This is an optimization exercise on Yosys and OpenROAD, whose aim is small area and a short achievable clock period, not a production implementation.
At most, simulation tests tie the RTL to the original design; equivalence was not proved.
Only the layout flow was run in runs 10 and 11; the RTL was not checked for function there.
Power figures rest on the tool's default switching activity, not on a simulated workload.

==> flow/design.v <==
`timescale 1ns / 1ps
module alu_top(
    input             clk,
    input      [31:0] a,
    input      [31:0] b,
    input      [3:0]  aluc,
    output reg [31:0] r,
    output reg        zero,
    output reg        carry,
    output reg        negative,
    output reg        overflow
    );
    reg  [31:0] a_q;
    reg  [31:0] b_q;
    reg  [3:0]  aluc_q;
    wire [31:0] r_w;
    wire        zero_w;
    wire        carry_w;
    wire        negative_w;
    wire        overflow_w;
    alu u_alu(
        .a(a_q), .b(b_q), .aluc(aluc_q),
        .r(r_w), .zero(zero_w), .carry(carry_w),
        .negative(negative_w), .overflow(overflow_w)
    );
    always @(posedge clk) begin
        a_q      <= a;
        b_q      <= b;
        aluc_q   <= aluc;
        r        <= r_w;
        zero     <= zero_w;
        carry    <= carry_w;
        negative <= negative_w;
        overflow <= overflow_w;
    end
endmodule

`timescale 1ns / 1ps
module alu(
    input  [31:0] a,
    input  [31:0] b,
    input  [3:0]  aluc,
    output [31:0] r,
    output        zero,
    output        carry,
    output        negative,
    output        overflow
    );
    wire op_arith = (aluc[3:2] == 2'b00);             
    wire op_logic = (aluc[3:2] == 2'b01);             
    wire op_lui   = (aluc[3:1] == 3'b100);            
    wire op_slt   = (aluc[3:1] == 3'b101);            
    wire op_left  = (aluc[3:1] == 3'b111);            
    wire op_right = (aluc[3:1] == 3'b110);            
    wire op_sra   = (aluc == 4'b1100);
    wire        inv = ~aluc[2] & (aluc[0] | aluc[3]);
    wire [31:0] bx  = b ^ {32{inv}};
    wire [31:0] p   = a ^ bx;
    wire [31:0] g   = a & bx;
    wire [31:0] g0 = {g[31:1], g[0] | (p[0] & inv)};
    wire [31:0] g1, p1, g2, p2, g3, p3, g4, p4, g5, p5;
    sk_level #(0) u_l0 (.gi(g0), .pi(p),  .go(g1), .po(p1));
    sk_level #(1) u_l1 (.gi(g1), .pi(p1), .go(g2), .po(p2));
    sk_level #(2) u_l2 (.gi(g2), .pi(p2), .go(g3), .po(p3));
    sk_level #(3) u_l3 (.gi(g3), .pi(p3), .go(g4), .po(p4));
    sk_level #(4) u_l4 (.gi(g4), .pi(p4), .go(g5), .po(p5));
    wire [31:0] c    = {g5[30:0], inv};         
    wire [31:0] sum  = p ^ c;
    wire        cout = g5[31];
    wire [31:0] kz = {p[31:1] ~^ (g[30:0] | p[30:0]), p[0] ~^ inv};
    wire sum_zero  = &kz;
    wire lt_u = ~cout;
    wire lt_s = (a[31] ^ b[31]) ? a[31] : sum[31];
    wire lt   = aluc[0] ? lt_s : lt_u;
    wire t_and = op_logic & ~aluc[1];                 
    wire t_xor = op_logic & (aluc[1] ^ aluc[0]);      
    wire t_nor = op_logic & aluc[1] & aluc[0];        
    wire [31:0] lg = ({32{t_and}} & g) | ({32{t_xor}} & p) | ({32{t_nor}} & ~(g | p));
    wire [31:0] brev;
    genvar i;
    generate for (i = 0; i < 32; i = i + 1) begin : g_rev
        assign brev[i] = b[31 - i];
    end endgenerate
    wire        big  = |a[31:5];
    wire        fill = op_sra & b[31];
    wire [31:0] xs   = big ? {32{fill}} : (op_left ? brev : b);
    wire [32:0] y    = $signed({fill, xs, 1'b0}) >>> a[4:0];
    wire [31:0] yr   = y[32:1];
    wire [31:0] yl;
    generate for (i = 0; i < 32; i = i + 1) begin : g_rrev
        assign yl[i] = yr[31 - i];
    end endgenerate
    wire a_is32   = ~|a[31:6] & a[5] & ~|a[4:0];
    wire sh_carry = op_left ? (big ? (a_is32 & b[0]) : y[0]) : (~big & y[1]);
    wire [31:0] other = lg
                      | ({32{op_lui}}   & {b[15:0], 16'b0})
                      | ({32{op_right}} & yr)
                      | ({32{op_left}}  & yl);
    assign r = op_arith ? sum : (other | {31'b0, op_slt & lt});
    assign zero = (op_arith | op_slt) ? sum_zero : ~|other;
    assign negative = r[31] | (aluc == 4'b1011 & lt_s);
    assign carry = (aluc == 4'b0000 & cout)
                 | (aluc == 4'b0001 & ~cout)
                 | (aluc == 4'b1010 & lt_u)
                 | ((op_left | op_right) & sh_carry);
    assign overflow = (aluc == 4'b0010 & ((a[31] & b[31]) ^ (a[30] & b[30])))
                    | (aluc == 4'b0011 & (a[31] ^ b[31]) & (sum[31] ^ a[31]));
endmodule
module sk_level #(parameter L = 0) (
    input  [31:0] gi,
    input  [31:0] pi,
    output [31:0] go,
    output [31:0] po
    );
    genvar k;
    generate for (k = 0; k < 32; k = k + 1) begin : g_bit
        if ((k >> L) % 2 == 1) begin : g_op
            localparam integer J = ((k >> L) << L) - 1;
            assign go[k] = gi[k] | (pi[k] & gi[J]);
            assign po[k] = pi[k] & pi[J];
        end else begin : g_pass
            assign go[k] = gi[k];
            assign po[k] = pi[k];
        end
    end endgenerate
endmodule
==> flow/flow/run.sh <==
#!/bin/bash
# Layout flow: the standard synthesis, then the combinational logic is
# mapped again onto the standard cells with a delay-oriented ABC script (the
# registers, their names and cell types are kept as the standard synthesis
# made them), then the standard layout from floorplan to finish with
# buf_1 port buffers.
# Each tool's output goes to a log file of its own in this folder.
set -euo pipefail
here=$(pwd)
res=$here/orfs/results/${FLOW_PLATFORM}/alu_top/base
lib=$FLOW_HOME/platforms/${FLOW_PLATFORM}/lib/sky130_fd_sc_hd__tt_025C_1v80.lib
yosys_bin=$FLOW_HOME/../tools/install/yosys/bin/yosys
[[ -x $yosys_bin ]] || yosys_bin=yosys

# 1. standard synthesis
bash standard.sh synth > "$here/flow_synth.log" 2>&1

# 2. map the combinational logic again
cp "$res/1_2_yosys.v" "$here/standard_synth.v"
dont_use=""
for c in $(sed -n '/^export DONT_USE_CELLS/,/^#/p' "$FLOW_HOME/platforms/${FLOW_PLATFORM}/config.mk" | grep -o 'sky130_fd_sc_hd__[A-Za-z0-9_]*'); do
  dont_use="$dont_use -dont_use $c"
done
cat > "$here/remap.ys" <<EOS
read_liberty -ignore_miss_func $lib
read_verilog $here/standard_synth.v
hierarchy -top $FLOW_TOP
setattr -mod -set keep_hierarchy 1 sky130_fd_sc_hd__dfxtp_1
flatten
opt_clean -purge
abc -script $here/flow/remap.abc -liberty $lib $dont_use
opt_clean -purge
hilomap -singleton -hicell sky130_fd_sc_hd__conb_1 HI -locell sky130_fd_sc_hd__conb_1 LO
splitnets
opt_clean -purge
select $FLOW_TOP
tee -o $here/remap_stat.txt stat -liberty $lib
write_verilog -noattr -nohex -nodec -selected $here/remap.v
EOS
"$yosys_bin" -s "$here/remap.ys" > "$here/remap.log" 2>&1
cp "$here/remap.v" "$res/1_2_yosys.v"
rm -f "$res/1_synth.odb" "$res/1_synth.sdc"

# 3. standard layout on the new netlist
bash standard.sh "BUFFER_PORTS_ARGS=-buffer_cell sky130_fd_sc_hd__buf_1" finish > "$here/flow_finish.log" 2>&1
==> flow/flow/remap.abc <==
strash
 dch -f
 map
 topo
 stime -c
 buffer -c
 upsize -c
 dnsize -c
==> flow/standard.sh <==
#!/bin/bash
# synth_recipe.tcl (not shown) runs the flow's synth.tcl, then flattens the netlist and writes it again
# the make line also repeats each setting of config.mk as NAME=value (left out here)
make -C /OpenROAD-flow-scripts/flow DESIGN_CONFIG=/design/flow/config.mk WORK_HOME=/design/flow/orfs CLKGATE_MAP_FILE= SYNTH_SCRIPT=/design/flow/synth_recipe.tcl "${@:-finish}"
==> flow/config.mk <==
export PLATFORM = sky130hd
export DESIGN_NAME = alu_top
export DESIGN_NICKNAME = alu_top
export VERILOG_FILES = /design/flow/design.v
export SDC_FILE = /design/flow/constraint.sdc
export NUM_CORES = 4
export LEC_CHECK = 0
export ABC_AREA = 1
export CAP_MARGIN = 20
export CORE_MARGIN = 2
export CORE_UTILIZATION = 40
export SETUP_SLACK_MARGIN = 3.2
export SLEW_MARGIN = 20
==> flow/constraint.sdc <==
create_clock -name core_clock -period 6.0 [get_ports {clk}]
set_input_delay 1.2000 -clock core_clock [delete_from_list [all_inputs] [get_ports {clk}]]
set_output_delay 1.2000 -clock core_clock [all_outputs]
set_load 0.01 [all_outputs]
==> impl_metrics.yaml, run 1 <==
drt:
  first_pass_iters: 7
  drc_errors: 0
  routed_via_density: 6.38
  first_iter_violations: 1558
  wire_per_inst_um: 25.9
  num_vias: 11500
  routed_wl_um: 46500
  ant_nets: 0
clock_tree:
  cts_buffers: 9
  cts_tree: "yes"
  clk_pin_slew_ns: 0.08
  h-tree-depth: 3
  cts_root_buffer: "clkbuf_16"
  clock_latency_ns: 0.37
  clockBufferDepth: 2
  clkSinkCount: 104
global_route:
  grt_usage: 0.400
  grt_pass1_wl_um: 65800
  grt_start_max_net_pins: 40
  grt_pass1_vias: 10200
  grt_overflow: 0
  grt_antenna_before_repair: 0
worst_setup_path:
  cpPeakStageDelay_ns: 0.41
  arrival_ns: 3.61
  cp-end-kind: "register"
  cp_max_fo: 16
  startpoint_type: "register"
  crit_type: "reg2reg"
  crit_slowest_cell: "nor4_4"
  path_common_cell: "nand4_1"
  cp_cell_sequence: "nor4_4, nand2_1, nor2_4, buf_12, nand4_1, nand3_2, nand2_2, o211ai_1, nand4_1, a32oi_2, o221ai_4, nor3_2, nand4_1, o22ai_1"
  required_ns: 6.29
  cp_num_buf_inv: 1
  crit_family: "simple AND/OR/NAND/NOR gates"
pwr:
  p_per_area_nw_per_um2: 213
  p_int_uw: 1410
  sequentialPowerShare: 0.330
  power.leakage_uw: 0.00479
  p_comb_frac: 0.396
  p_sw_uw: 1030
  pwr-share-clk: 0.274
  irDropWorstVdd_v: 0.000147
  switching_share: 0.422
  power_uw: 2430
die:
  ios: 105
  die-width_um: 151
  coreArea_um2: 21100
  start_util: 0.408
  fp.dieH_um: 151
  dieArea_um2: 22700
  rows: 53
logic_synthesis:
  netlist_instances: 1375
  synth_nets: 1444
  ys.warnings.count: 1
  netlist_area_um2: 8610
  synth.avg_cell_area_um2: 6.26
timing:
  setup_viol: 0
  fin_crit_sh: 0.552
  fin_tns_setup_ns: 0
  worstMarginPinSlew_ns: 0.835
  rsz0062_at_grt: "true"
  hold_viol_final: 0
  fin_crit_ns: 3.31
  relSlewSlack: 0.437
  setup_slack_ns: 2.69
  timing.final.max_slew_violations: 0
  finalClockSkew_ns: 0.0166
  fmax_ghz: 0.302
outcome:
  status: "timing/DRC/antenna clean"
cells_and_area:
  area_delta_synth_final_pct: 32.5
  post-route-util: 0.541
  antennaDiodeCount: 0
  final_nets: 1587
  finalNonFillerCells: 1798
  final_layout_size_suffix_gt1_frac: 0.235
place:
  dp.cells: 1717
  dpl.hpwl_um: 35000
  gp_congestion: 1.07
  place_ws_ns: 1.88
  portBuffers: 104
min_path:
  hp-class: "reg2reg"
job:
  drv_cap: 0
==> tightest hold or removal path, delay by kind of cell, from the launching register on <==
kind,cells,cell delay [ns]
flip-flops,1,0.32
AO/OA/AOI/OAI,2,0.22
==> registers in the layout (all words and copies together), names as in the netlist <==
name      count
carry         1
overflow      1
zero          1
b_q          32
aluc_q        4
r            32
a_q          32
negative      1
==> power by group through the flow <==
stage               Combinational (uW)  Clock, uW  Sequential (uW)
finish                             964        666              803
global placement                   758          0              813
CTS                                874        667              801
detailed placement                 744          0              813
global route                      1010        695              808
floorplan                          453          0              825
==> layout by cell type (no fill, tap or decap), drive strengths merged, types with 12 or more instances in the layout <==
cell and instances:
buf 180, a21oi 76, dfxtp 104, clkbuf 12
o22ai 26, nand4 60, o211ai 31, nand2 296
o21ai 86, nand3 231, xor2 23, inv 142
o221ai 13, a31oi 17, nor2 119
==> repair_timing <==
action                     in CTS  in global routing
hold buffers                    0                  0
setup endpoints to repair      36                 36
setup buffers                  40                 14
gates cloned                    7                  4
pin swaps                      57                 37
resized for setup             195                109
==> path summary, 6_finish.rpt <==
check / cells after the start / endpoint / slack [ns] / startpoint
worst max-delay path: 14 / zero / 2.69 / a_q[7]
worst min-delay path: 2 / overflow / 0.58 / b_q[30]
worst min register to register: 2 / overflow / 0.58 / b_q[30]
worst max register to register: 14 / zero / 2.69 / a_q[7]
==> per-stage QoR <==
step	cell area, um^2	hold WS (ns)
6_report	11400	0.585
5_1_grt	11400	0.586
4_1_cts	10800	0.568
3_5_place_dp	9200	0.548
3_3_place_gp	9200	0.560
2_1_floorplan	8610	0.521
==> final cells by class <==
type	count	area, um^2
repair buffers	184	1260
well taps	275	344
clock inverters	7	100
repair inverters	1	5.00
multi-input cells	1070	6780
inverters	148	572
fillers	2109	9680
flip-flops and latches	104	2110
clock buffers	9	225
==> metal layers <==
metal  up-vias  track usage  wire length [um]
met1      5298        0.542             18300
met2       886        0.588             19400
met4         0        0.204              2930
li1       5130            -                 -
met3       161       0.0955              5880
met5         -            0                 0
==> run 2: changes to the inputs <==
==> flow/flow/remap.abc (replaced) <==
strash
 dch -f
 amap
 topo
 stime -c
 buffer -c
 upsize -c
 dnsize -c
--- a/flow/config.mk
+++ b/flow/config.mk
@@ -11,3 +11,3 @@
 export CORE_UTILIZATION = 40
-export SETUP_SLACK_MARGIN = 3.2
+export SETUP_SLACK_MARGIN = 2.5
 export SLEW_MARGIN = 20
==> impl_metrics.yaml, run 2 <==
worst_setup_path:
  cp-end-kind: "register"
  required_ns: 6.24
  crit_type: "reg2reg"
  crit_slowest_cell: "a2111o_1"
  cp_max_fo: 6
  reg2reg_from: "aluc_q[0]"
  startpoint_type: "register"
  worstSetupStartpoint: "aluc_q[0]"
  arrival_ns: 4.70
  path_common_cell: "inv_2"
  cpPeakStageDelay_ns: 0.37
cells_and_area:
  final_cell_mix: "nor2_1 (161), o22ai_1 (122), buf_1 (105)"
  final_common_cell: "nor2_1"
  largest_registers: "a_q x32, b_q x32, r x32"
  final_layout_size_suffix_gt1_frac: 0.233
  antennaDiodeCount: 0
  area_delta_synth_final_pct: 32.7
  final_nets: 1286
outcome:
  status: "timing/DRC/antenna clean"
global_route:
  grt_util_met1: 0.478
  busiest_layer: "met2"
  grt_usage: 0.340
  grt_start_max_net_pins: 38
  grt_pass1_vias: 8273
  grt_util_met2: 0.507
  grt_pass1_wl_um: 49900
  grt_antenna_before_repair: 1
  use_met3: 0.0748
  grt_overflow: 0
drt:
  routed_wl_um: 33900
  first_iter_violations: 1615
  routed_via_density: 6.37
  drc_errors: 0
  ant_nets: 0
  wire_per_inst_um: 23.4
  first_pass_iters: 6
  num_vias: 9244
timing:
  timing.final.max_slew_violations: 0
  fin_crit_ns: 4.46
  worstMarginPinSlew_ns: 1.10
  finalClockSkew_ns: 0.0115
  hold_viol_final: 0
  fmax_ghz: 0.224
  fin_crit_sh: 0.743
  setup_viol: 0
  relSlewSlack: 0.261
  setup_slack_ns: 1.54
  fin_tns_setup_ns: 0
  rsz0062_at_grt: "true"
pwr:
  power.leakage_uw: 0.00387
  irDropWorstVdd_v: 0.000145
  p_per_area_nw_per_um2: 238
clock_tree:
  hold_buffers: 0
  cts_buffers: 9
  clkSinkCount: 104
  cts_root_buffer: "clkbuf_16"
  cts_tree: "yes"
  clk_pin_slew_ns: 0.08
  clock_latency_ns: 0.37
  h-tree-depth: 3
  clockBufferDepth: 2
place:
  place_ws_ns: 1.12
  dpl.hpwl_um: 24600
  portBuffers: 104
  gp_congestion: 1.06
die:
  die-width_um: 138
  rows: 49
  ios: 105
  coreArea_um2: 17800
  fp.dieH_um: 138
  start_util: 0.405
  dieArea_um2: 19100
logic_synthesis:
  netlist_area_um2: 7200
  netlist_instances: 1043
  synth.avg_cell_area_um2: 6.90
  ys.warnings.count: 1
  synth_nets: 1112
min_path:
  hold_start: "a_q[31]"
  hp-class: "reg2reg"
job:
  drv_cap: 0
## run 2: changes by cell type in the layout (fill, tap and decap cells not counted), moves of 20 or more
cell      previous run  this run
nand3_2             54         2
o22a_1               1        21
inv_1              128        99
o211ai_1            31         4
nand3_1            172         5
nand2_1            260        81
buf_4               56        76
o22ai_1             24       122
nor2_1              84       161
nand4_1             60         5
nand2_2             27         4
## run 2: where the power goes
group / internal (uW) / total [uW] / switching [uW]
Clock: 300 / 607 / 307
Sequential: 751 / 804 / 53.0
Combinational: 336 / 863 / 527
Total: 1390 / 2270 / 888
## run 2: worst max-delay path: cells and delay by family, from the launching register on
family | cells | cell delay (ns)
compound gates | 10 | 1.86
flops | 1 | 0.35
buf+inv | 7 | 0.63
simple gates | 11 | 1.50
## run 2: routing by layer
metal  vias up  routed length [um]  part of all wire
met5         -                   0                 0
met4         0                1560             0.046
met3       109                3960              0.12
met2       729               14300              0.42
met1      4147               14100              0.42
li1       4259                   -                 -
## run 2: cell type report
cell class / instances / area [um^2]
Multi-Input combinational cell: 773 / 5090
Timing Repair Buffer: 204 / 1230
Timing Repair inverter: 5 / 31.3
Clock inverter: 7 / 81.3
Inverter: 120 / 494
Fill cell: 1788 / 8230
Tap cell: 229 / 287
Clock buffer: 9 / 225
Sequential cell: 104 / 2110
## run 2: per-stage QoR
stage	power, uW	cells	hold slack [ns]	util	instance area [um^2]
after detailed placement	1440	1345	0.652	0.442	7860
after global placement	1450	1344	0.665	0.442	7850
after global routing	2370	1451	0.715	0.537	9550
after CTS	2190	1434	0.680	0.512	9100
after floorplan	1230	1043	0.560	-	7240
final	2270	1451	0.702	0.537	9550
## run 2: final timing paths
path	end	slack, ns	cells past startpoint
worst min-delay path	overflow	0.70	2
worst max-delay path	r[0]	1.54	28
worst min register to register	overflow	0.70	2
worst max register to register	r[0]	1.54	28
## run 2: repair_timing
| item | in CTS | in global routing |
|---|---|---|
| hold endpoints to repair | 0 | 0 |
| endpoints found under the setup margin | 36 | 36 |
| pin swaps | 35 | 9 |
| buffers inserted | 67 | 17 |
| gates cloned | 6 | 0 |
| resized for setup | 105 | 73 |
==> run 3: changes to the inputs <==
==> flow/flow/remap.abc (replaced) <==
strash
 dch -f
 map -D 2500
 topo
 stime -c
 buffer -c
 upsize -c
 dnsize -c
==> impl_metrics.yaml, run 3 <==
clock_tree:
  clock_latency_ns: 0.37
  cts_tree: "yes"
  clockBufferDepth: 2
  clk_pin_slew_ns: 0.07
  h-tree-depth: 3
  cts_root_buffer: "clkbuf_16"
  clkSinkCount: 104
  hold_buffers: 0
  cts_buffers: 9
die:
  start_util: 0.408
  dieArea_um2: 21100
  rows: 51
  fp.dieH_um: 145
  die-width_um: 145
  ios: 105
  coreArea_um2: 19500
drt:
  first_iter_violations: 1833
  ant_nets: 0
  num_vias: 9814
  routed_wl_um: 36200
  drc_errors: 0
  first_pass_iters: 7
  wire_per_inst_um: 21.9
  routed_via_density: 5.94
worst_setup_path:
  required_ns: 6.29
  cp_cell_sequence: "nor4_2, nand2_1, nor3_4, nand3_4, buf_12, inv_12, a21oi_1, o21ai_1, nand2_1, o21ai_1, o21ai_1, nor2_1, a31oi_2, o21ai_2, a21oi_2, a21oi_2, o21ai_2, nor4_4, nand4_1, o22ai_1"
  crit_slowest_cell: "nor4_4"
  cp_max_fo: 7
  cp-end-kind: "register"
  startpoint_type: "register"
  path_common_cell: "o21ai_1"
  arrival_ns: 3.99
  cpPeakStageDelay_ns: 0.37
  crit_type: "reg2reg"
timing:
  setup_slack_ns: 2.30
  finalClockSkew_ns: 0.0107
  fin_crit_sh: 0.617
  fmax_ghz: 0.270
  worstMarginPinSlew_ns: 0.788
  rsz0062_at_grt: "true"
  timing.final.max_slew_violations: 0
  relSlewSlack: 0.472
  fin_crit_ns: 3.70
  hold_viol_final: 0
  fin_tns_setup_ns: 0
  setup_viol: 0
pwr:
  power_uw: 2270
  irDropWorstVdd_v: 0.000148
  power.leakage_uw: 0.00426
  p_per_area_nw_per_um2: 231
place:
  gp_congestion: 1.05
  portBuffers: 104
  place_ws_ns: 1.44
  dpl.hpwl_um: 27100
global_route:
  busiest_layer: "met1"
  grt_start_max_net_pins: 66
  grt_antenna_before_repair: 1
  use_met3: 0.0657
  grt_util_met2: 0.456
  grt_overflow: 0
  grt_util_met1: 0.469
  grt_usage: 0.328
  grt_pass1_wl_um: 52700
  grt_pass1_vias: 8624
logic_synthesis:
  netlist_area_um2: 7970
  synth_nets: 1312
  synth.avg_cell_area_um2: 6.41
  netlist_instances: 1243
  ys.warnings.count: 1
outcome:
  status: "timing/DRC/antenna clean"
cells_and_area:
  final_nets: 1451
  largest_registers: "a_q x32, b_q x32, r x32"
  final_common_cell: "nand2_1"
  area_delta_synth_final_pct: 23.3
  final_cell_mix: "nand2_1 (259), nor2_1 (165), inv_1 (132)"
  final_layout_size_suffix_gt1_frac: 0.160
  n_fill_cell: 2091
  antennaDiodeCount: 0
min_path:
  hp-class: "reg2reg"
job:
  drv_cap: 0
-- run 3: final timing paths --
kind	slack (ns)	end	startpoint	cells past startpoint
setup reg to reg	2.30	zero	a_q[27]	20
setup / recovery	2.30	zero	a_q[27]	20
hold / removal	0.56	overflow	b_q[30]	2
hold reg to reg	0.56	overflow	b_q[30]	2
-- run 3: where the power goes --
group          internal (uW)  total (uW)  switching (uW)
logic                    265         819             555
clock network            365         655             290
registers                755         793            38.2
total                   1380        2270             883
-- run 3: cell type report --
class                   instances  area [um^2]  area share
repair buffers                161          867      0.0883
clock buffers                  10          229      0.0233
inverters                     146          587      0.0598
clock inverters                 5         81.3     0.00828
well taps                     265          332      0.0338
flip-flops and latches        104         2100       0.214
repair inverters                6         48.8     0.00497
multi-input cells             954         5570       0.568
-- run 3: worst max-delay path, delay by kind of cell (launching register included) --
family	cells	cell delay [ns]
AOI/OAI and AO/OA	10	1.46
buffers and inverters	2	0.27
and+or+nand+nor	8	1.54
DFF	1	0.33
-- run 3: through the flow --
stage	area [um^2]	cells	hold WS, ns	utilization
after detailed placement	8580	1587	0.546	0.440
after global routing	9820	1651	0.632	0.503
after global placement	8580	1587	0.568	0.440
after floorplan	7970	1243	0.522	-
final	9820	1651	0.559	0.503
after CTS	9310	1624	0.562	0.477
-- run 3: layer usage --
| layer | routed length [um] | up-vias |
|---|---|---|
| met5 | 0 | - |
| met4 | 2130 | 0 |
| met3 | 4500 | 123 |
| met2 | 14600 | 730 |
| met1 | 15000 | 4446 |
| li1 | - | 4515 |
-- run 3: repair_timing --
item | 4_1_cts | 5_1_grt
endpoints found under the setup margin | 36 | 25
pin swaps | 15 | 19
buffers inserted | 17 | 25
gates cloned | 5 | 2
resized for setup | 57 | 80
==> run 4: changes to the inputs <==
==> flow/flow/remap.abc (replaced) <==
strash
 dch -f
 map
 strash
 dch -f
 map
 topo
 stime -c
 buffer -c
 upsize -c
 dnsize -c
==> impl_metrics.yaml, run 4 <==
global_route:
  grt_pass1_vias: 9661
  grt_usage: 0.378
  grt_pass1_wl_um: 61600
  grt_start_max_net_pins: 62
  grt_overflow: 0
  grt_antenna_before_repair: 0
drt:
  routed_via_density: 6.29
  ant_nets: 0
  route.met3.wl_um: 4820
  drt-met1-wl_um: 17500
  routed_wl_um: 42500
  drc_errors: 0
  first_iter_violations: 1702
  wire_per_inst_um: 24.6
  num_vias: 10900
  met2_length_um: 17200
  top_layer: "met5"
  first_pass_iters: 6
die:
  rows: 53
  coreArea_um2: 20900
  die-width_um: 149
  dieArea_um2: 22300
  fp.dieH_um: 149
  ios: 105
  start_util: 0.404
min_path:
  hp-class: "reg2reg"
cells_and_area:
  final_common_cell: "nand2_1"
  final_nets: 1517
  n_fill_cell: 2222
  post-route-util: 0.478
  largest_registers: "a_q x32, b_q x32, r x32"
  final_layout_size_suffix_gt1_frac: 0.115
  area_delta_synth_final_pct: 18.3
  antennaDiodeCount: 0
  final_cell_mix: "nand2_1 (255), nand3_1 (239), inv_1 (126)"
timing:
  worstMarginPinSlew_ns: 0.864
  timing.final.max_slew_violations: 0
  timing.hold.ws_ns: 0.670
  relSlewSlack: 0.424
  setup_viol: 0
  rsz0062_at_grt: "true"
  fmax_ghz: 0.293
  hold_viol_final: 0
  fin_crit_ns: 3.41
  setup_slack_ns: 2.59
  finalClockSkew_ns: 0.0240
  fin_crit_sh: 0.568
  fin_tns_setup_ns: 0
logic_synthesis:
  synth_nets: 1411
  netlist_instances: 1342
  netlist_area_um2: 8440
  synth.avg_cell_area_um2: 6.29
  ys.warnings.count: 1
worst_setup_path:
  cp_max_fo: 8
  startpoint_type: "register"
  crit_type: "reg2reg"
  arrival_ns: 3.64
  cp-end-kind: "register"
  required_ns: 6.23
pwr:
  switching_share: 0.426
  p_int_uw: 1300
  p_comb_frac: 0.353
  power.leakage_uw: 0.00417
  p_sw_uw: 967
  p_per_area_nw_per_um2: 227
  sequentialPowerShare: 0.353
  pwr-share-clk: 0.294
  irDropWorstVdd_v: 0.000136
clock_tree:
  cts_tree: "yes"
  h-tree-depth: 3
  clockBufferDepth: 2
  cts_buffers: 9
  clk_pin_slew_ns: 0.10
  clkSinkCount: 104
  cts_root_buffer: "clkbuf_16"
  clock_latency_ns: 0.38
outcome:
  status: "timing/DRC/antenna clean"
job:
  drv_cap: 0
place:
  dpl.hpwl_um: 33100
  place_ws_ns: 1.66
  gp_congestion: 1.05
  portBuffers: 104
[run 4: layout make-up]
| cell class | count | area (um^2) | area share |
|---|---|---|---|
| repair buffers | 140 | 764 | 0.0765 |
| clock inverters | 7 | 103 | 0.0103 |
| multi-input cells | 1051 | 5900 | 0.591 |
| well taps | 275 | 344 | 0.0344 |
| flip-flops and latches | 104 | 2090 | 0.209 |
| inverters | 141 | 551 | 0.0551 |
| repair inverters | 1 | 5.00 | 0.000501 |
| clock buffers | 9 | 225 | 0.0225 |
[run 4: power by group through the flow]
| stage | Sequential [uW] | Combinational, uW | Clock (uW) |
|---|---|---|---|
| CTS | 799 | 741 | 669 |
| global route | 808 | 857 | 697 |
| floorplan | 825 | 448 | 0 |
| finish | 802 | 801 | 668 |
| global placement | 812 | 732 | 0 |
| detailed placement | 814 | 723 | 0 |
[run 4: layer usage]
metal,vias to the layer above,global-route usage
met3,125,0.0841
met2,757,0.537
met5,-,0
met4,2,0.223
li1,4968,-
met1,5014,0.519
[run 4: path summary, 6_finish.rpt]
path                                 from     to  slack, ns  cells past startpoint
worst min-delay path            aluc_q[2]  carry       0.67                      3
worst min register to register  aluc_q[2]  carry       0.67                      3
worst max-delay path            aluc_q[2]  r[23]       2.59                     13
worst max register to register  aluc_q[2]  r[23]       2.59                     13
[run 4: repair_timing]
action,CTS,global route
buffers inserted,9,9
resized for setup,25,57
pin swaps,5,5
gates cloned,5,0
endpoints found under the setup margin,32,21
hold buffers,0,0
[run 4: worst max-delay path: stages, from the launching register on]
cell and delay (ns):
dfxtp_2 0.42, o21bai_4 0.18, xor2_1 0.49, nor2_1 0.24, nor2_2 0.39, nand4_1 0.27
a21oi_1 0.19, o21bai_1 0.16, a21boi_1 0.32, o21ai_0 0.12, nand2_1 0.11, a21oi_1 0.09
o21ai_2 0.15, nand3_1 0.12
[run 4: stage by stage]
step | cells | total power [uW] | cell area (um^2)
finish | 1728 | 2270 | 9990
global route | 1728 | 2360 | 9990
detailed placement | 1689 | 1540 | 9070
global placement | 1689 | 1540 | 9070
floorplan | 1342 | 1270 | 8440
CTS | 1719 | 2210 | 9650
==> run 5: changes to the inputs <==
==> flow/flow/remap.abc (replaced) <==
strash
 dch -f
 map
 topo
 stime -c
 buffer -c
 upsize -c
 dnsize -c
--- a/flow/config.mk
+++ b/flow/config.mk
@@ -11,3 +11,3 @@
 export CORE_UTILIZATION = 40
-export SETUP_SLACK_MARGIN = 2.5
+export SETUP_SLACK_MARGIN = 2.8
 export SLEW_MARGIN = 20
==> impl_metrics.yaml, run 5 <==
outcome:
  status: "timing/DRC/antenna clean"
drt:
  ant_nets: 0
  first_pass_iters: 8
  wire_per_inst_um: 25.2
  routed_wl_um: 45100
  first_iter_violations: 1503
  num_vias: 11300
  drc_errors: 0
  routed_via_density: 6.34
logic_synthesis:
  netlist_area_um2: 8610
  synth.avg_cell_area_um2: 6.26
  netlist_instances: 1375
  ys.warnings.count: 1
  synth_nets: 1444
worst_setup_path:
  cp_max_fo: 16
  cp-end-kind: "register"
  worstSetupStartpoint: "a_q[11]"
  arrival_ns: 3.64
  reg2reg_from: "a_q[11]"
  crit_type: "reg2reg"
  required_ns: 6.29
  startpoint_type: "register"
cells_and_area:
  multi_input_area_um2: 6300
  finalNonFillerCells: 1788
  seqCellArea_um2: 2100
  final_layout_size_suffix_gt1_frac: 0.160
  antennaDiodeCount: 0
  final_nets: 1577
  post-route-util: 0.509
  area_delta_synth_final_pct: 24.8
  final_common_cell: "nand2_1"
  largest_registers: "a_q x32, b_q x32, r x32"
  n_fill_cell: 2223
  fin_area_um2: 10700
  final_cell_mix: "nand2_1 (272), nand3_1 (204), inv_1 (133)"
place:
  dpl.hpwl_um: 34900
  portBuffers: 104
  gp_congestion: 1.04
  placed_area_um2: 9230
  dp.cells: 1721
clock_tree:
  cts_tree: "yes"
  clockBufferDepth: 2
  clk_pin_slew_ns: 0.09
  clkSinkCount: 104
  h-tree-depth: 3
  cts_root_buffer: "clkbuf_16"
  clock_latency_ns: 0.39
  cts_buffers: 9
timing:
  fin_crit_ns: 3.34
  timing.final.max_slew_violations: 0
  rsz0062_at_grt: "true"
  worstMarginPinSlew_ns: 0.999
  fin_crit_sh: 0.557
  relSlewSlack: 0.331
  fin_tns_setup_ns: 0
  hold_viol_final: 0
  fmax_ghz: 0.299
  finalClockSkew_ns: 0.0292
  setup_viol: 0
global_route:
  grt_usage: 0.390
  grt_antenna_before_repair: 0
  grt_overflow: 0
  grt_pass1_vias: 9774
  grt_pass1_wl_um: 63900
  grt_start_max_net_pins: 40
die:
  rows: 53
  dieArea_um2: 22700
  ios: 105
  fp.dieH_um: 151
  coreArea_um2: 21100
  die-width_um: 151
  start_util: 0.408
pwr:
  power_uw: 2340
  power.leakage_uw: 0.00456
  p_per_area_nw_per_um2: 218
  irDropWorstVdd_v: 0.000132
job:
  drv_cap: 0
min_path:
  hold_start: "b_q[30]"
  hp-class: "reg2reg"
[run 5: changes by cell type in the layout (fill, tap and decap cells not counted), sizes merged, moves of 5 or more]
cell    change
o21ai       +5
nor3        -8
nand3      -21
nand4      +26
inv         +9
o211ai      -7
nand2      +34
buf        +29
a31oi       +5
o22ai      -11
nor2        +9
[run 5: final timing paths]
check / endpoint / cells after the start / slack, ns
worst max-delay path: zero / 14 / 2.66
worst min-delay path: overflow / 2 / 0.55
worst max register to register: zero / 14 / 2.66
worst min register to register: overflow / 2 / 0.55
[run 5: timing repair]
| item | 4_1_cts | 5_1_grt |
|---|---|---|
| hold buffers | 0 | 0 |
| cloned | 4 | 4 |
| pin swaps | 11 | 41 |
| buffers inserted | 13 | 30 |
| gates resized for setup | 46 | 109 |
| setup endpoints to repair | 36 | 26 |
[run 5: power breakdown]
part           switching [uW]  internal, uW  total (uW)
combinational             600           273         873
clock                     358           307         665
sequential               45.1           754         799
total                    1000          1330        2340
[run 5: stage by stage]
stage | setup WS (ns) | hold WS, ns
final | 2.66 | 0.549
after global routing | 2.59 | 0.619
after CTS | 2.72 | 0.547
after detailed placement | 1.64 | 0.540
after global placement | 1.67 | 0.553
after floorplan | 3.18 | 0.521
[run 5: critical path, stage by stage, from the launching register on]
cell	delay (ns)
dfxtp_2	0.36
nor4_4	0.36
nand2_1	0.15
nor2_4	0.23
buf_12	0.18
nand4_1	0.25
nand3_1	0.22
nand3_1	0.10
o211ai_1	0.16
nand4_1	0.24
a32oi_2	0.30
o221ai_4	0.23
nor3_1	0.23
nand4_1	0.11
o22ai_1	0.13
[run 5: cell type report]
type / count / area share
Timing Repair Buffer: 171 / 0.102
Multi-Input combinational cell: 1074 / 0.587
Clock buffer: 9 / 0.0210
Inverter: 148 / 0.0531
Tap cell: 275 / 0.0320
Sequential cell: 104 / 0.196
Clock inverter: 7 / 0.00897
[run 5: routing by layer]
| metal | part of all wire | track usage | routed length, um | up-vias |
|---|---|---|---|---|
| li1 | - | - | - | 5116 |
| met1 | 0.40 | 0.534 | 18200 | 5247 |
| met2 | 0.41 | 0.561 | 18500 | 815 |
| met3 | 0.12 | 0.100 | 5410 | 158 |
| met4 | 0.066 | 0.203 | 3000 | 0 |
| met5 | 0 | 0 | 0 | - |
==> run 6: changes to the inputs <==
--- a/flow/config.mk
+++ b/flow/config.mk
@@ -10,4 +10,4 @@
 export CORE_MARGIN = 2
-export CORE_UTILIZATION = 40
-export SETUP_SLACK_MARGIN = 2.8
+export CORE_UTILIZATION = 55
+export SETUP_SLACK_MARGIN = 2.5
 export SLEW_MARGIN = 20
==> impl_metrics.yaml, run 6 <==
outcome:
  status: "timing/DRC/antenna clean"
global_route:
  grt_usage: 0.499
  grt_start_max_net_pins: 40
  grt_overflow: 0
  grt_antenna_before_repair: 0
  grt_pass1_vias: 10300
  grt_pass1_wl_um: 61600
pwr:
  power.leakage_uw: 0.00425
  irDropWorstVdd_v: 0.000200
  sequentialPowerShare: 0.354
  pwr-share-clk: 0.285
  p_comb_frac: 0.360
  p_per_area_nw_per_um2: 230
  switching_share: 0.428
  p_sw_uw: 964
  p_int_uw: 1290
worst_setup_path:
  cp_cell_sequence: "nor2_1, nand4_1, nand3b_1, buf_4, o21ai_4, buf_6, nand3_1, nand3_1, nand3_1, nand3_1, nand3_1, a31oi_1, nand2_1, o211ai_1, nor3b_2, nand4_1, o22ai_1"
  cp-end-kind: "register"
  path_common_cell: "nand3_1"
  crit_slowest_cell: "dfxtp_1"
  worst-r2r-cell-count: 17
  reg2reg_from: "a_q[25]"
  crit_type: "reg2reg"
  cpPeakStageDelay_ns: 0.38
  arrival_ns: 3.80
  rrSetupSlack_ns: 2.45
  rr_endpoint: "zero"
  required_ns: 6.25
  startpoint_type: "register"
  cp_max_fo: 36
clock_tree:
  clkSinkCount: 104
  clockBufferDepth: 2
  clk_pin_slew_ns: 0.09
  h-tree-depth: 3
  cts_root_buffer: "clkbuf_16"
  cts_buffers: 9
  clock_latency_ns: 0.38
  cts_tree: "yes"
cells_and_area:
  n_fill_cell: 1420
  final_cell_mix: "nand2_1 (286), nand3_1 (223), inv_1 (133)"
  post-route-util: 0.644
  antennaDiodeCount: 0
  final_layout_size_suffix_gt1_frac: 0.101
  largest_registers: "a_q x32, b_q x32, r x32"
  final_common_cell: "nand2_1"
  area_delta_synth_final_pct: 14.1
  final_nets: 1544
place:
  portBuffers: 104
  gp_congestion: 1.16
  dpl.hpwl_um: 32000
timing:
  fin_crit_ns: 3.55
  finalClockSkew_ns: 0.0149
  fmax_ghz: 0.282
  timing.hold.ws_ns: 0.641
  fin_crit_sh: 0.592
  relSlewSlack: 0.391
  setup_viol: 0
  rsz0062_at_grt: "true"
  fin_tns_setup_ns: 0
  worstMarginPinSlew_ns: 0.910
  hold_viol_final: 0
  timing.final.max_slew_violations: 0
min_path:
  hold_start: "b_q[30]"
  hold_path_end: "overflow"
  whs_path_depth: 2
  hp-class: "reg2reg"
die:
  dieArea_um2: 16700
  coreArea_um2: 15300
  rows: 45
  fp.dieH_um: 129
  ios: 105
  die-width_um: 129
  start_util: 0.564
drt:
  num_vias: 11600
  wire_per_inst_um: 24.7
  first_pass_iters: 11
  drc_errors: 0
  ant_nets: 0
  routed_via_density: 6.85
  routed_wl_um: 41800
  first_iter_violations: 2414
logic_synthesis:
  netlist_area_um2: 8610
  netlist_instances: 1375
  ys.warnings.count: 1
  synth_nets: 1444
  synth.avg_cell_area_um2: 6.26
job:
  drv_cap: 0
==> run 6: cell type report <==
type	count	area, um^2	area share
clock buffer	9	225	0.0229
sequential	104	2090	0.213
timing repair buffer	139	681	0.0693
multi-input combinational	1072	5900	0.600
clock inverter	7	93.8	0.00955
timing repair inverter	1	5.00	0.000509
tap	211	264	0.0269
inverter	148	567	0.0577
==> run 6: worst max path at each step <==
| stage | start | to | slack, ns |
|---|---|---|---|
| final | a_q[25] | zero | 2.45 |
| after global routing | a_q[11] | zero | 2.41 |
| after CTS | aluc_q[3] | r[29] | 2.51 |
| after detailed placement | aluc_q[3] | negative | 1.60 |
| after global placement | aluc_q[3] | negative | 1.58 |
| after floorplan | a_q[0] | negative | 3.18 |
==> run 6: critical path: cells and delay by family (launching register included) <==
| kind | cells | cell delay (ns) |
|---|---|---|
| and+or+nand+nor | 11 | 1.74 |
| AOI/OAI and AO/OA | 4 | 0.85 |
| buffers and inverters | 2 | 0.46 |
| DFF | 1 | 0.38 |
==> run 6: layer usage <==
metal | GRT usage | vias up | share of wire
met2 | 0.712 | 1131 | 0.39
met1 | 0.629 | 5124 | 0.36
met4 | 0.318 | 0 | 0.092
met5 | 0 | - | 0
li1 | - | 5039 | -
met3 | 0.193 | 289 | 0.16
==> run 6: metrics by stage <==
stage | setup slack (ns) | cell area (um^2) | instances | power (uW)
4_1_cts | 2.51 | 9610 | 1681 | 2180
3_3_place_gp | 1.58 | 9130 | 1654 | 1540
5_1_grt | 2.41 | 9830 | 1691 | 2320
2_1_floorplan | 3.18 | 8610 | 1375 | 1280
3_5_place_dp | 1.60 | 9130 | 1654 | 1540
6_report | 2.45 | 9830 | 1691 | 2260
==> run 6: power by group through the flow <==
stage	Combinational, uW	Sequential [uW]	Clock (uW)
after floorplan	453	825	0
after global placement	731	808	0
after detailed placement	730	810	0
after CTS	740	796	642
after global routing	855	804	661
final	813	799	644
==> run 6: repair_timing <==
item	CTS	global route
resized for setup	22	30
pin swaps	5	7
buffers inserted	7	10
cloned	4	0
hold buffers	0	0
setup endpoints to repair	36	27
==> run 7: changes to the inputs <==
--- a/flow/config.mk
+++ b/flow/config.mk
@@ -10,3 +10,3 @@
 export CORE_MARGIN = 2
-export CORE_UTILIZATION = 55
+export CORE_UTILIZATION = 40
 export SETUP_SLACK_MARGIN = 2.5
==> impl_metrics.yaml, run 7 <==
worst_setup_path:
  worst-r2r-cell-count: 15
  reg2reg_from: "a_q[7]"
  cp-end-kind: "register"
  path_common_cell: "nand3_1"
  arrival_ns: 3.75
  rrSetupSlack_ns: 2.54
  cpPeakStageDelay_ns: 0.39
  crit_slowest_cell: "nor4_4"
  required_ns: 6.29
  crit_family: "simple AND/OR/NAND/NOR gates"
  startpoint_type: "register"
  cp_num_buf_inv: 1
  rr_endpoint: "zero"
  crit_type: "reg2reg"
  cp_cell_sequence: "nor4_4, nand2_1, nor2_2, buf_8, nand4_1, nand3_1, nand3_1, nand3_1, o21ai_0, o21a_1, nand3_1, o2111ai_2, nor3b_2, nand4_1, o22ai_1"
  cp_max_fo: 31
cells_and_area:
  area_delta_synth_final_pct: 15.1
  largest_registers: "a_q x32, b_q x32, r x32"
  antennaDiodeCount: 0
  final_nets: 1541
  final_layout_size_suffix_gt1_frac: 0.0948
  finalNonFillerCells: 1752
  final_common_cell: "nand2_1"
  final_cell_mix: "nand2_1 (289), nand3_1 (222), inv_1 (134)"
place:
  dp.cells: 1721
  portBuffers: 104
  dpl.hpwl_um: 34900
  gp_congestion: 1.04
global_route:
  grt_antenna_before_repair: 0
  busiest_layer: "met2"
  grt_util_met2: 0.561
  grt_pass1_wl_um: 63500
  grt_start_max_net_pins: 40
  grt_pass1_vias: 9688
  grt_overflow: 0
  grt_util_met1: 0.534
  use_met3: 0.0958
  grt_usage: 0.388
drt:
  drc_errors: 0
  ant_nets: 0
  routed_wl_um: 43900
  num_vias: 11000
  first_pass_iters: 6
  routed_via_density: 6.27
  first_iter_violations: 1590
  wire_per_inst_um: 25.1
pwr:
  irDropWorstVdd_v: 0.000129
  power.leakage_uw: 0.00425
  p_per_area_nw_per_um2: 227
timing:
  timing.final.max_slew_violations: 0
  relSlewSlack: 0.396
  fin_tns_setup_ns: 0
  fin_crit_ns: 3.46
  fin_crit_sh: 0.577
  fmax_ghz: 0.289
  worstMarginPinSlew_ns: 0.902
  rsz0062_at_grt: "true"
  hold_viol_final: 0
  finalClockSkew_ns: 0.0285
  setup_viol: 0
job:
  drv_cap: 0
die:
  rows: 53
  fp.dieH_um: 151
  start_util: 0.408
  dieArea_um2: 22700
  die-width_um: 151
  coreArea_um2: 21100
  ios: 105
clock_tree:
  clkSinkCount: 104
  cts_tree: "yes"
  cts_root_buffer: "clkbuf_16"
  h-tree-depth: 3
  clockBufferDepth: 2
  clk_pin_slew_ns: 0.09
  clock_latency_ns: 0.39
  cts_buffers: 9
outcome:
  status: "timing/DRC/antenna clean"
min_path:
  hold_path_end: "overflow"
  whs_path_depth: 2
  hold_start: "b_q[30]"
  hp-class: "reg2reg"
logic_synthesis:
  netlist_instances: 1375
  synth_nets: 1444
  ys.warnings.count: 1
  netlist_area_um2: 8610
  synth.avg_cell_area_um2: 6.26
## run 7: cell types whose count changed in the layout (fill, tap and decap cells not counted), moves of 2 or more
cell,delta
buf_4,-6
nor2_4,-2
nand3_4,+2
nand2_1,+3
a31oi_1,-2
xor2_1,+2
xor2_2,-2
nand2_2,-2
a31oi_2,+2
o21ai_4,+2
buf_8,+2
## run 7: cell type report
| cell class | count | area (um^2) |
|---|---|---|
| clock buffer | 9 | 225 |
| clock inverter | 7 | 96.3 |
| fill | 2285 | 11200 |
| inverter | 148 | 564 |
| multi-input combinational | 1073 | 5920 |
| sequential | 104 | 2090 |
| tap | 275 | 344 |
| timing repair buffer | 136 | 677 |
## run 7: worst max-delay path by stage
stage	startpoint	end	slack, ns	depth (start not counted)
global route	a_q[20]	zero	2.45	15
floorplan	a_q[0]	negative	3.18	15
finish	a_q[7]	zero	2.54	15
detailed placement	aluc_q[3]	zero	1.64	13
global placement	aluc_q[3]	zero	1.67	13
CTS	a_q[7]	zero	2.51	15
## run 7: per-layer routing
metal  vias to the layer above  routed length, um
met2                       796              18200
li1                       5040                  -
met4                         0               2670
met1                      5018              17900
met5                         -                  0
met3                       124               5200
## run 7: what timing repair did
action,in CTS,in global routing
pin swaps,6,6
gates cloned,4,0
setup endpoints to repair,36,23
resized for setup,13,38
setup buffers,6,5
hold buffers,0,0
## run 7: report_power, final
| group | switching (uW) | total, uW | internal (uW) |
|---|---|---|---|
| Combinational | 565 | 793 | 228 |
| Sequential | 44.9 | 799 | 754 |
| Clock | 353 | 660 | 307 |
## run 7: worst min-delay path, stage by stage, from the launching register on
cell and delay [ns]:
dfxtp_1 0.31, a21oi_1 0.12, o31ai_1 0.08
## run 7: metrics by stage
step	setup slack, ns	power (uW)	hold slack [ns]	util	area, um^2
after global routing	2.45	2350	0.624	0.470	9910
after CTS	2.51	2210	0.547	0.460	9700
final	2.54	2250	0.550	0.470	9910
after global placement	1.67	1560	0.553	0.438	9230
after floorplan	3.18	1280	0.521	-	8610
after detailed placement	1.64	1550	0.540	0.438	9230
==> run 8: changes to the inputs <==
==> flow/flow/remap.abc (replaced) <==
strash
 dch -f
 map
 strash
 dch -f
 map
 topo
 stime -c
 buffer -c
 upsize -c
 dnsize -c
--- a/flow/config.mk
+++ b/flow/config.mk
@@ -11,3 +11,3 @@
 export CORE_UTILIZATION = 40
-export SETUP_SLACK_MARGIN = 2.5
+export SETUP_SLACK_MARGIN = 2.65
 export SLEW_MARGIN = 20
==> impl_metrics.yaml, run 8 <==
clock_tree:
  cts_buffers: 9
  clock_latency_ns: 0.38
  clockBufferDepth: 2
  clk_pin_slew_ns: 0.10
  clkSinkCount: 104
  cts_tree: "yes"
  h-tree-depth: 3
  cts_root_buffer: "clkbuf_16"
drt:
  routed_via_density: 6.34
  first_iter_violations: 1838
  num_vias: 11000
  drc_errors: 0
  wire_per_inst_um: 24.8
  ant_nets: 0
  first_pass_iters: 6
  routed_wl_um: 43100
global_route:
  grt_pass1_wl_um: 61700
  grt_antenna_before_repair: 0
  grt_overflow: 0
  grt_usage: 0.378
  grt_start_max_net_pins: 62
  grt_pass1_vias: 9704
logic_synthesis:
  synth.avg_cell_area_um2: 6.29
  netlist_area_um2: 8440
  netlist_instances: 1342
  ys.warnings.count: 1
  synth_nets: 1411
die:
  start_util: 0.404
  dieArea_um2: 22300
  fp.dieH_um: 149
  ios: 105
  rows: 53
  die-width_um: 149
  coreArea_um2: 20900
outcome:
  status: "timing/DRC/antenna clean"
timing:
  worstMarginPinSlew_ns: 0.961
  fin_crit_sh: 0.551
  hold_viol_final: 0
  rsz0062_at_grt: "false"
  fmax_ghz: 0.303
  fin_tns_setup_ns: 0
  finalClockSkew_ns: 0.0243
  setup_viol: 0
  fin_crit_ns: 3.31
  relSlewSlack: 0.359
  timing.final.max_slew_violations: 0
worst_setup_path:
  cp_num_buf_inv: 2
  arrival_ns: 3.61
  cpPeakStageDelay_ns: 0.81
  crit_type: "reg2reg"
  cp_max_fo: 18
  crit_slowest_cell: "a221oi_1"
  cp-end-kind: "register"
  required_ns: 6.31
  crit_family: "compound AO/OA/AOI/OAI gates"
  cp_cell_sequence: "o21bai_4, bufbuf_16, xor2_2, nand2_1, inv_1, nor2_2, a221oi_1, nand3_2, nor3_1, nand4_1, o22ai_1"
  startpoint_type: "register"
pwr:
  pwr-share-clk: 0.290
  p_sw_uw: 984
  p_comb_frac: 0.361
  p_per_area_nw_per_um2: 223
  p_int_uw: 1320
  switching_share: 0.428
  power.leakage_uw: 0.00428
  sequentialPowerShare: 0.350
  irDropWorstVdd_v: 0.000136
cells_and_area:
  n_fill_cell: 2199
  final_nets: 1531
  final_layout_size_suffix_gt1_frac: 0.141
  seqCellArea_um2: 2090
  post-route-util: 0.494
  largest_registers: "a_q x32, b_q x32, r x32"
  final_common_cell: "nand2_1"
  area_delta_synth_final_pct: 22.1
  final_cell_mix: "nand2_1 (248), nand3_1 (232), inv_1 (125)"
  antennaDiodeCount: 0
  multi_input_area_um2: 6110
place:
  dpl.hpwl_um: 33100
  portBuffers: 104
  gp_congestion: 1.05
min_path:
  hp-class: "reg2reg"
job:
  drv_cap: 0
[run 8: through the flow]
| stage | hold WS (ns) | area [um^2] | instances | power [uW] | setup slack (ns) |
|---|---|---|---|---|---|
| global placement | 0.687 | 9070 | 1689 | 1540 | 1.62 |
| global route | 0.700 | 10300 | 1742 | 2390 | 2.57 |
| finish | 0.673 | 10300 | 1742 | 2300 | 2.69 |
| CTS | 0.670 | 9760 | 1721 | 2220 | 2.57 |
| floorplan | 0.597 | 8440 | 1342 | 1270 | 3.09 |
| detailed placement | 0.680 | 9070 | 1689 | 1540 | 1.66 |
[run 8: repair_timing]
item / 4_1_cts / 5_1_grt
cloned: 5 / 2
setup buffers: 11 / 19
gates resized for setup: 45 / 86
hold buffers: 0 / 0
pin swaps: 5 / 15
endpoints found under the setup margin: 36 / 23
[run 8: layout make-up]
class | count | area share
inverters | 141 | 0.0534
repair buffers | 152 | 0.0845
clock inverters | 7 | 0.00995
multi-input cells | 1052 | 0.593
flip-flops and latches | 104 | 0.203
clock buffers | 9 | 0.0218
well taps | 275 | 0.0334
repair inverters | 2 | 0.000971
[run 8: tightest hold or removal path, delay by kind of cell (launching register included)]
family,cells,cell delay [ns]
AND/OR/NAND/NOR,3,0.22
flip-flops,1,0.42
[run 8: worst paths after layout]
check                             end       from  depth (start not counted)  slack (ns)
worst max-delay path             zero  aluc_q[3]                         11        2.69
worst min-delay path            carry  aluc_q[2]                          3        0.67
worst max register to register   zero  aluc_q[3]                         11        2.69
worst min register to register  carry  aluc_q[2]                          3        0.67
[run 8: routing by layer]
layer / routed length [um] / part of all wire / track usage
met5: 102 / 0.0024 / 0.0364
met4: 3200 / 0.074 / 0.220
met3: 4920 / 0.11 / 0.0862
met2: 17200 / 0.40 / 0.540
met1: 17700 / 0.41 / 0.516
[run 8: power by group through the flow]
stage	Sequential, uW	Combinational (uW)	Clock (uW)
2_1_floorplan	825	448	0
3_3_place_gp	812	732	0
3_5_place_dp	814	723	0
4_1_cts	801	746	669
5_1_grt	810	885	696
6_report	804	830	667
==> run 9: changes to the inputs <==
--- a/flow/config.mk
+++ b/flow/config.mk
@@ -11,3 +11,3 @@
 export CORE_UTILIZATION = 40
-export SETUP_SLACK_MARGIN = 2.65
+export SETUP_SLACK_MARGIN = 2.3
 export SLEW_MARGIN = 20
==> impl_metrics.yaml, run 9 <==
outcome:
  status: "timing/DRC/antenna clean"
job:
  drv_cap: 0
cells_and_area:
  final_layout_size_suffix_gt1_frac: 0.0968
  largest_registers: "a_q x32, b_q x32, r x32"
  fin_area_um2: 9770
  final_common_cell: "nand2_1"
  final_cell_mix: "nand2_1 (256), nand3_1 (247), inv_1 (126)"
  n_fill_cell: 2241
  area_delta_synth_final_pct: 15.6
  post-route-util: 0.468
  antennaDiodeCount: 0
  final_nets: 1511
drt:
  ant_nets: 0
  first_pass_iters: 6
  routed_via_density: 6.23
  routed_wl_um: 42300
  wire_per_inst_um: 24.6
  first_iter_violations: 1691
  num_vias: 10700
  drc_errors: 0
logic_synthesis:
  ys.warnings.count: 1
  synth.avg_cell_area_um2: 6.29
  netlist_instances: 1342
  synth_nets: 1411
  netlist_area_um2: 8440
timing:
  hold_viol_final: 0
  finalClockSkew_ns: 0.0252
  worstMarginPinSlew_ns: 0.803
  fin_tns_setup_ns: 0
  setup_viol: 0
  fmax_ghz: 0.279
  timing.final.max_slew_violations: 0
  fin_crit_sh: 0.598
  setup_slack_ns: 2.41
  rsz0062_at_grt: "true"
  fin_crit_ns: 3.59
  relSlewSlack: 0.465
clock_tree:
  clockBufferDepth: 2
  cts_buffers: 9
  cts_root_buffer: "clkbuf_16"
  cts_tree: "yes"
  clock_latency_ns: 0.39
  clkSinkCount: 104
  clk_pin_slew_ns: 0.10
  h-tree-depth: 3
die:
  ios: 105
  rows: 53
  fp.dieH_um: 149
  die-width_um: 149
  start_util: 0.404
  coreArea_um2: 20900
  dieArea_um2: 22300
global_route:
  grt_pass1_vias: 9538
  grt_start_max_net_pins: 62
  grt_usage: 0.374
  grt_overflow: 0
  grt_pass1_wl_um: 61100
  grt_antenna_before_repair: 0
place:
  portBuffers: 104
  gp_congestion: 1.05
  dpl.hpwl_um: 33100
  place_ws_ns: 1.66
  placed_area_um2: 9070
worst_setup_path:
  cp_max_fo: 18
  cp-end-kind: "register"
  startpoint_type: "register"
  crit_type: "reg2reg"
  arrival_ns: 3.84
  required_ns: 6.25
pwr:
  irDropWorstVdd_v: 0.000136
  power_uw: 2250
  power.leakage_uw: 0.00409
  p_per_area_nw_per_um2: 230
min_path:
  hp-class: "reg2reg"
==> run 9: layer usage <==
layer | vias to the layer above | share of wire | wire length, um | GRT usage
met5 | - | 0 | 0 | 0
met4 | 0 | 0.069 | 2900 | 0.206
met3 | 125 | 0.11 | 4460 | 0.0758
met2 | 689 | 0.40 | 17000 | 0.533
met1 | 4970 | 0.42 | 17900 | 0.526
li1 | 4936 | - | - | -
==> run 9: cell type report <==
cell class / count / area (um^2) / area share
flip-flops and latches: 104 / 2090 / 0.214
repair inverters: 1 / 5.00 / 0.000512
clock inverters: 7 / 103 / 0.0105
repair buffers: 134 / 696 / 0.0712
well taps: 275 / 344 / 0.0352
multi-input cells: 1051 / 5750 / 0.589
clock buffers: 9 / 225 / 0.0231
inverters: 141 / 553 / 0.0566
==> run 9: report_power, final <==
group	internal [uW]	switching (uW)
clock network	310	359
logic	228	551
registers	755	46.6
==> run 9: through the flow <==
stage          instances  hold WS (ns)
3_3_place_gp        1689         0.687
2_1_floorplan       1342         0.597
5_1_grt             1722         0.729
3_5_place_dp        1689         0.680
4_1_cts             1712         0.699
6_report            1722         0.671
==> run 9: what timing repair did <==
action | 4_1_cts | 5_1_grt
gates cloned | 2 | 3
buffers inserted | 5 | 7
pin swaps | 3 | 2
hold buffers | 0 | 0
gates resized for setup | 17 | 33
endpoints found under the setup margin | 25 | 20
==> run 9: worst paths after layout <==
kind / to / slack (ns) / cells after the start / startpoint
max: r[30] / 2.41 / 17 / aluc_q[3]
min: carry / 0.67 / 3 / aluc_q[2]
max reg2reg: r[30] / 2.41 / 17 / aluc_q[3]
min reg2reg: carry / 0.67 / 3 / aluc_q[2]
==> run 9: critical path, cell delays in order, from the launching register on <==
cell	delay, ns
dfxtp_2	0.49
o21bai_4	0.12
buf_12	0.18
clkinvlp_4	0.08
buf_4	0.20
nand2_1	0.15
a21oi_2	0.29
inv_1	0.09
nand2_1	0.18
inv_1	0.12
a31oi_2	0.30
o21bai_2	0.17
a21boi_4	0.28
o21ai_2	0.16
nand3_1	0.09
nand2_1	0.07
nor2_1	0.28
o21bai_2	0.18
==> run 10: changes to the inputs <==
--- a/flow/design.v
+++ b/flow/design.v
@@ -85,3 +85,3 @@
     wire        fill = op_sra & b[31];
-    wire [31:0] xs   = big ? {32{fill}} : (op_left ? brev : b);
+    wire [31:0] xs   = op_left ? brev : b;
     wire [32:0] y    = $signed({fill, xs, 1'b0}) >>> a[4:0];
@@ -98,4 +98,6 @@
                       | ({32{op_left}}  & yl);
-    assign r = op_arith ? sum : (other | {31'b0, op_slt & lt});
-    assign zero = (op_arith | op_slt) ? sum_zero : ~|other;
+    wire kill = big & (op_left | op_right);
+    wire [31:0] other_k = (other & {32{~kill}}) | {32{kill & fill}};
+    assign r = op_arith ? sum : (other_k | {31'b0, op_slt & lt});
+    assign zero = (op_arith | op_slt) ? sum_zero : kill ? ~fill : ~|other;
     assign negative = r[31] | (aluc == 4'b1011 & lt_s);
==> flow/flow/remap.abc (replaced) <==
strash
 dch -f
 map
 topo
 stime -c
 buffer -c
 upsize -c
 dnsize -c
--- a/flow/config.mk
+++ b/flow/config.mk
@@ -11,3 +11,3 @@
 export CORE_UTILIZATION = 40
-export SETUP_SLACK_MARGIN = 2.3
+export SETUP_SLACK_MARGIN = 2.5
 export SLEW_MARGIN = 20
==> impl_metrics.yaml, run 10 <==
outcome:
  status: "timing/DRC/antenna clean"
cells_and_area:
  final_common_cell: "nand2_1"
  multi_input_area_um2: 6140
  final_nets: 1559
  antennaDiodeCount: 0
  post-route-util: 0.456
  n_fill_cell: 2323
  area_delta_synth_final_pct: 12.5
  seqCellArea_um2: 2090
  largest_registers: "a_q x32, b_q x32, r x32"
  final_layout_size_suffix_gt1_frac: 0.0722
  finalNonFillerCells: 1775
  final_cell_mix: "nand2_1 (299), nand3_1 (238), inv_1 (104), buf_1 (104), dfxtp_1 (100)"
die:
  fp.dieH_um: 153
  coreArea_um2: 21800
  start_util: 0.406
  ios: 105
  dieArea_um2: 23300
  die-width_um: 153
  rows: 54
clock_tree:
  clock_latency_ns: 0.38
  clockBufferDepth: 2
  clk_pin_slew_ns: 0.09
  cts_buffers: 9
  h-tree-depth: 3
  cts_tree: "yes"
  cts_root_buffer: "clkbuf_16"
  clkSinkCount: 104
worst_setup_path:
  cpPeakStageDelay_ns: 0.59
  reg2reg_from: "a_q[8]"
  required_ns: 6.30
  worstSetupStartpoint: "a_q[8]"
  cp_cell_sequence: "nor4_1, nand4_1, or2_2, nor2_1, nor2_1, clkinvlp_4, a21oi_1, o21ai_0, a41oi_1, o21ai_1"
  cp_num_buf_inv: 1
  arrival_ns: 3.75
  cp-end-kind: "register"
  startpoint_type: "register"
  crit_type: "reg2reg"
  crit_family: "simple AND/OR/NAND/NOR gates"
  crit_slowest_cell: "nor4_1"
  cp_max_fo: 27
  path_common_cell: "nor2_1"
timing:
  worstMarginPinSlew_ns: 0.769
  timing.hold.ws_ns: 0.623
  finalClockSkew_ns: 0.0212
  rsz0062_at_grt: "true"
  timing.final.max_slew_violations: 0
  relSlewSlack: 0.487
  fmax_ghz: 0.290
  setup_slack_ns: 2.55
  setup_viol: 0
  hold_viol_final: 0
  fin_crit_ns: 3.45
  fin_tns_setup_ns: 0
  fin_crit_sh: 0.575
place:
  dpl.hpwl_um: 34000
  portBuffers: 104
  dp.cells: 1751
  gp_congestion: 1.12
  place_ws_ns: 1.85
global_route:
  grt_overflow: 0
  grt_start_max_net_pins: 54
  grt_pass1_vias: 10500
  grt_pass1_wl_um: 65800
  grt_antenna_before_repair: 2
  grt_usage: 0.371
job:
  drv_cap: 0
pwr:
  irDropWorstVdd_v: 0.000159
  power.leakage_uw: 0.00421
  p_per_area_nw_per_um2: 235
logic_synthesis:
  netlist_area_um2: 8820
  netlist_instances: 1403
  synth_nets: 1472
  synth.avg_cell_area_um2: 6.29
  ys.warnings.count: 1
drt:
  drc_errors: 0
  first_iter_violations: 1868
  first_pass_iters: 8
  num_vias: 11500
  wire_per_inst_um: 24.7
  routed_via_density: 6.49
  ant_nets: 0
  routed_wl_um: 43900
min_path:
  hold_start: "b_q[30]"
  hp-class: "reg2reg"
## run 10: through the flow
stage	power, uW	instance area, um^2
finish	2330	9930
CTS	2290	9840
global route	2440	9930
detailed placement	1650	9440
global placement	1650	9440
floorplan	1360	8820
## run 10: report_power, final
part,switching [uW],leakage [uW],internal (uW)
Combinational,622,0.00318,260
Sequential,60.6,0.000876,754
Clock,330,0.000153,304
## run 10: path summary, 6_finish.rpt
path | slack [ns] | cells past startpoint | to
setup / recovery | 2.55 | 10 | r[0]
hold reg to reg | 0.62 | 3 | overflow
setup reg to reg | 2.55 | 10 | r[0]
hold / removal | 0.62 | 3 | overflow
## run 10: worst register-to-register path: stages (launching register included)
cell	delay (ns)
dfxtp_1	0.36
nor4_1	0.59
nand4_1	0.35
or2_2	0.39
nor2_1	0.41
nor2_1	0.26
clkinvlp_4	0.43
a21oi_1	0.15
o21ai_0	0.21
a41oi_1	0.10
o21ai_1	0.12
## run 10: repair_timing
action | in CTS | in global routing
setup endpoints to repair | 36 | 33
pin swaps | 1 | 2
cloned | 2 | 1
buffers inserted | 3 | 2
gates resized for setup | 9 | 23
hold buffers | 0 | 0
## run 10: final cells by class
cell class | instances | area share
multi-input cells | 1135 | 0.619
flip-flops and latches | 104 | 0.211
repair buffers | 125 | 0.0587
inverters | 114 | 0.0444
well taps | 280 | 0.0353
clock buffers | 9 | 0.0227
clock inverters | 7 | 0.00895
repair inverters | 1 | 0.000504
## run 10: layer usage
| layer | GRT usage | share of wire |
|---|---|---|
| met5 | 0 | 0.00027 |
| met1 | 0.497 | 0.40 |
| met2 | 0.543 | 0.41 |
| met3 | 0.108 | 0.13 |
| met4 | 0.187 | 0.061 |
==> run 11: changes to the inputs <==
--- a/flow/config.mk
+++ b/flow/config.mk
@@ -11,3 +11,3 @@
 export CORE_UTILIZATION = 40
-export SETUP_SLACK_MARGIN = 2.5
+export SETUP_SLACK_MARGIN = 3.0
 export SLEW_MARGIN = 20
==> impl_metrics.yaml, run 11 <==
logic_synthesis:
  synth_nets: 1472
  synth.avg_cell_area_um2: 6.29
  netlist_instances: 1403
  ys.warnings.count: 1
  netlist_area_um2: 8820
clock_tree:
  h-tree-depth: 3
  cts_root_buffer: "clkbuf_16"
  clock_latency_ns: 0.40
  clockBufferDepth: 2
  cts_tree: "yes"
  clk_pin_slew_ns: 0.09
  clkSinkCount: 104
  cts_buffers: 9
  hold_buffers: 0
cells_and_area:
  finalNonFillerCells: 1843
  final_layout_size_suffix_gt1_frac: 0.176
  fin_area_um2: 11300
  area_delta_synth_final_pct: 28.2
  final_cell_mix: "nand2_1 (287), nand3_1 (214), buf_1 (104)"
  n_fill_cell: 2242
  final_nets: 1626
  final_common_cell: "nand2_1"
  largest_registers: "a_q x32, b_q x32, r x32"
job:
  drv_cap: 0
worst_setup_path:
  startpoint_type: "register"
  rr_endpoint: "zero"
  crit_slowest_cell: "dfxtp_4"
  required_ns: 6.31
  cp_num_buf_inv: 4
  reg2reg_from: "aluc_q[1]"
  cp-end-kind: "register"
  arrival_ns: 3.32
  crit_type: "reg2reg"
  crit_family: "compound AO/OA/AOI/OAI gates"
  cp_max_fo: 20
  worst-r2r-cell-count: 15
  cpPeakStageDelay_ns: 0.46
  rrSetupSlack_ns: 2.99
  cp_cell_sequence: "clkinvlp_4, nor2_1, nor2_1, nand2_1, buf_8, clkinvlp_4, buf_4, nand3_1, o211ai_1, a41oi_2, nand4_1, nor2_2, nand4_1, o22ai_2, o2bb2ai_1"
drt:
  routed_via_density: 6.44
  routed_wl_um: 47300
  num_vias: 11900
  drc_errors: 0
  ant_nets: 0
  wire_per_inst_um: 25.7
  first_pass_iters: 7
  first_iter_violations: 1792
pwr:
  p_per_area_nw_per_um2: 222
  irDropWorstVdd_v: 0.000149
  power_uw: 2510
  power.leakage_uw: 0.00473
die:
  coreArea_um2: 21800
  die-width_um: 153
  rows: 54
  dieArea_um2: 23300
  ios: 105
  fp.dieH_um: 153
  start_util: 0.406
global_route:
  grt_pass1_wl_um: 68300
  grt_start_max_net_pins: 53
  grt_usage: 0.389
  grt_antenna_before_repair: 0
  grt_pass1_vias: 10500
  grt_overflow: 0
place:
  gp_congestion: 1.04
  portBuffers: 104
  dp.cells: 1757
  placed_area_um2: 9490
  dpl.hpwl_um: 35700
  place_ws_ns: 1.77
timing:
  finalClockSkew_ns: 0.0296
  setup_viol: 0
  timing.final.max_slew_violations: 0
  hold_viol_final: 0
  fin_tns_setup_ns: 0
  relSlewSlack: 0.456
  fin_crit_ns: 3.01
  rsz0062_at_grt: "true"
  fin_crit_sh: 0.502
  worstMarginPinSlew_ns: 0.813
  fmax_ghz: 0.332
  setup_slack_ns: 2.99
min_path:
  hp-class: "reg2reg"
  whs_path_depth: 3
  hold_path_end: "overflow"
  hold_start: "b_q[30]"
outcome:
  status: "timing/DRC/antenna clean"
-- run 11: per-layer routing --
layer,GRT usage,share of wire
met5,0,0
met4,0.184,0.063
met3,0.0922,0.12
met2,0.571,0.41
met1,0.539,0.41
-- run 11: worst min-delay path, delay by kind of cell, from the launching register on --
kind / cells / cell delay, ns
flops: 1 / 0.37
simple gates: 3 / 0.24
-- run 11: repair_timing --
action | in CTS | in global routing
setup buffers | 26 | 34
setup endpoints to repair | 36 | 26
pin swaps | 11 | 41
gates cloned | 5 | 4
gates resized for setup | 91 | 137
-- run 11: final cells by class --
| class | instances | area [um^2] | share of cell area |
|---|---|---|---|
| timing repair buffer | 189 | 1250 | 0.110 |
| tap | 280 | 350 | 0.0310 |
| multi-input combinational | 1138 | 6830 | 0.603 |
| clock inverter | 7 | 98.8 | 0.00874 |
| clock buffer | 9 | 225 | 0.0199 |
| inverter | 114 | 462 | 0.0408 |
| sequential | 104 | 2100 | 0.186 |
| antenna | 1 | 2.50 | 0.000221 |
| timing repair inverter | 1 | 5.00 | 0.000442 |
-- run 11: stage by stage --
stage | hold slack [ns] | utilization
2_1_floorplan | 0.518 | -
3_3_place_gp | 0.579 | 0.436
3_5_place_dp | 0.579 | 0.436
4_1_cts | 0.615 | 0.477
5_1_grt | 0.680 | 0.520
6_report | 0.641 | 0.520
-- run 11: worst max path at each step --
stage | slack, ns | start | endpoint | depth (start not counted)
floorplan | 3.17 | a_q[1] | r[24] | 10
global route | 2.95 | aluc_q[2] | r[27] | 14
global placement | 1.91 | aluc_q[3] | zero | 15
detailed placement | 1.77 | aluc_q[1] | zero | 14
CTS | 2.99 | aluc_q[2] | carry | 15
finish | 2.99 | aluc_q[1] | zero | 15
-- run 11: power breakdown --
| part | switching, uW | leakage (uW) | internal (uW) |
|---|---|---|---|
| Clock | 357 | 0.000157 | 308 |
| Sequential | 61.0 | 0.000877 | 753 |
| Combinational | 694 | 0.00369 | 334 |
| Total | 1110 | 0.00473 | 1400 |

Check on run 11: ideal ports give 2.990 ns setup slack; a clkbuf_16 on the clock port and buf_2 on the inputs give 2.990 ns; moving port delays by the midpoint clock arrival (0.435 ns) as well gives 2.990 ns.
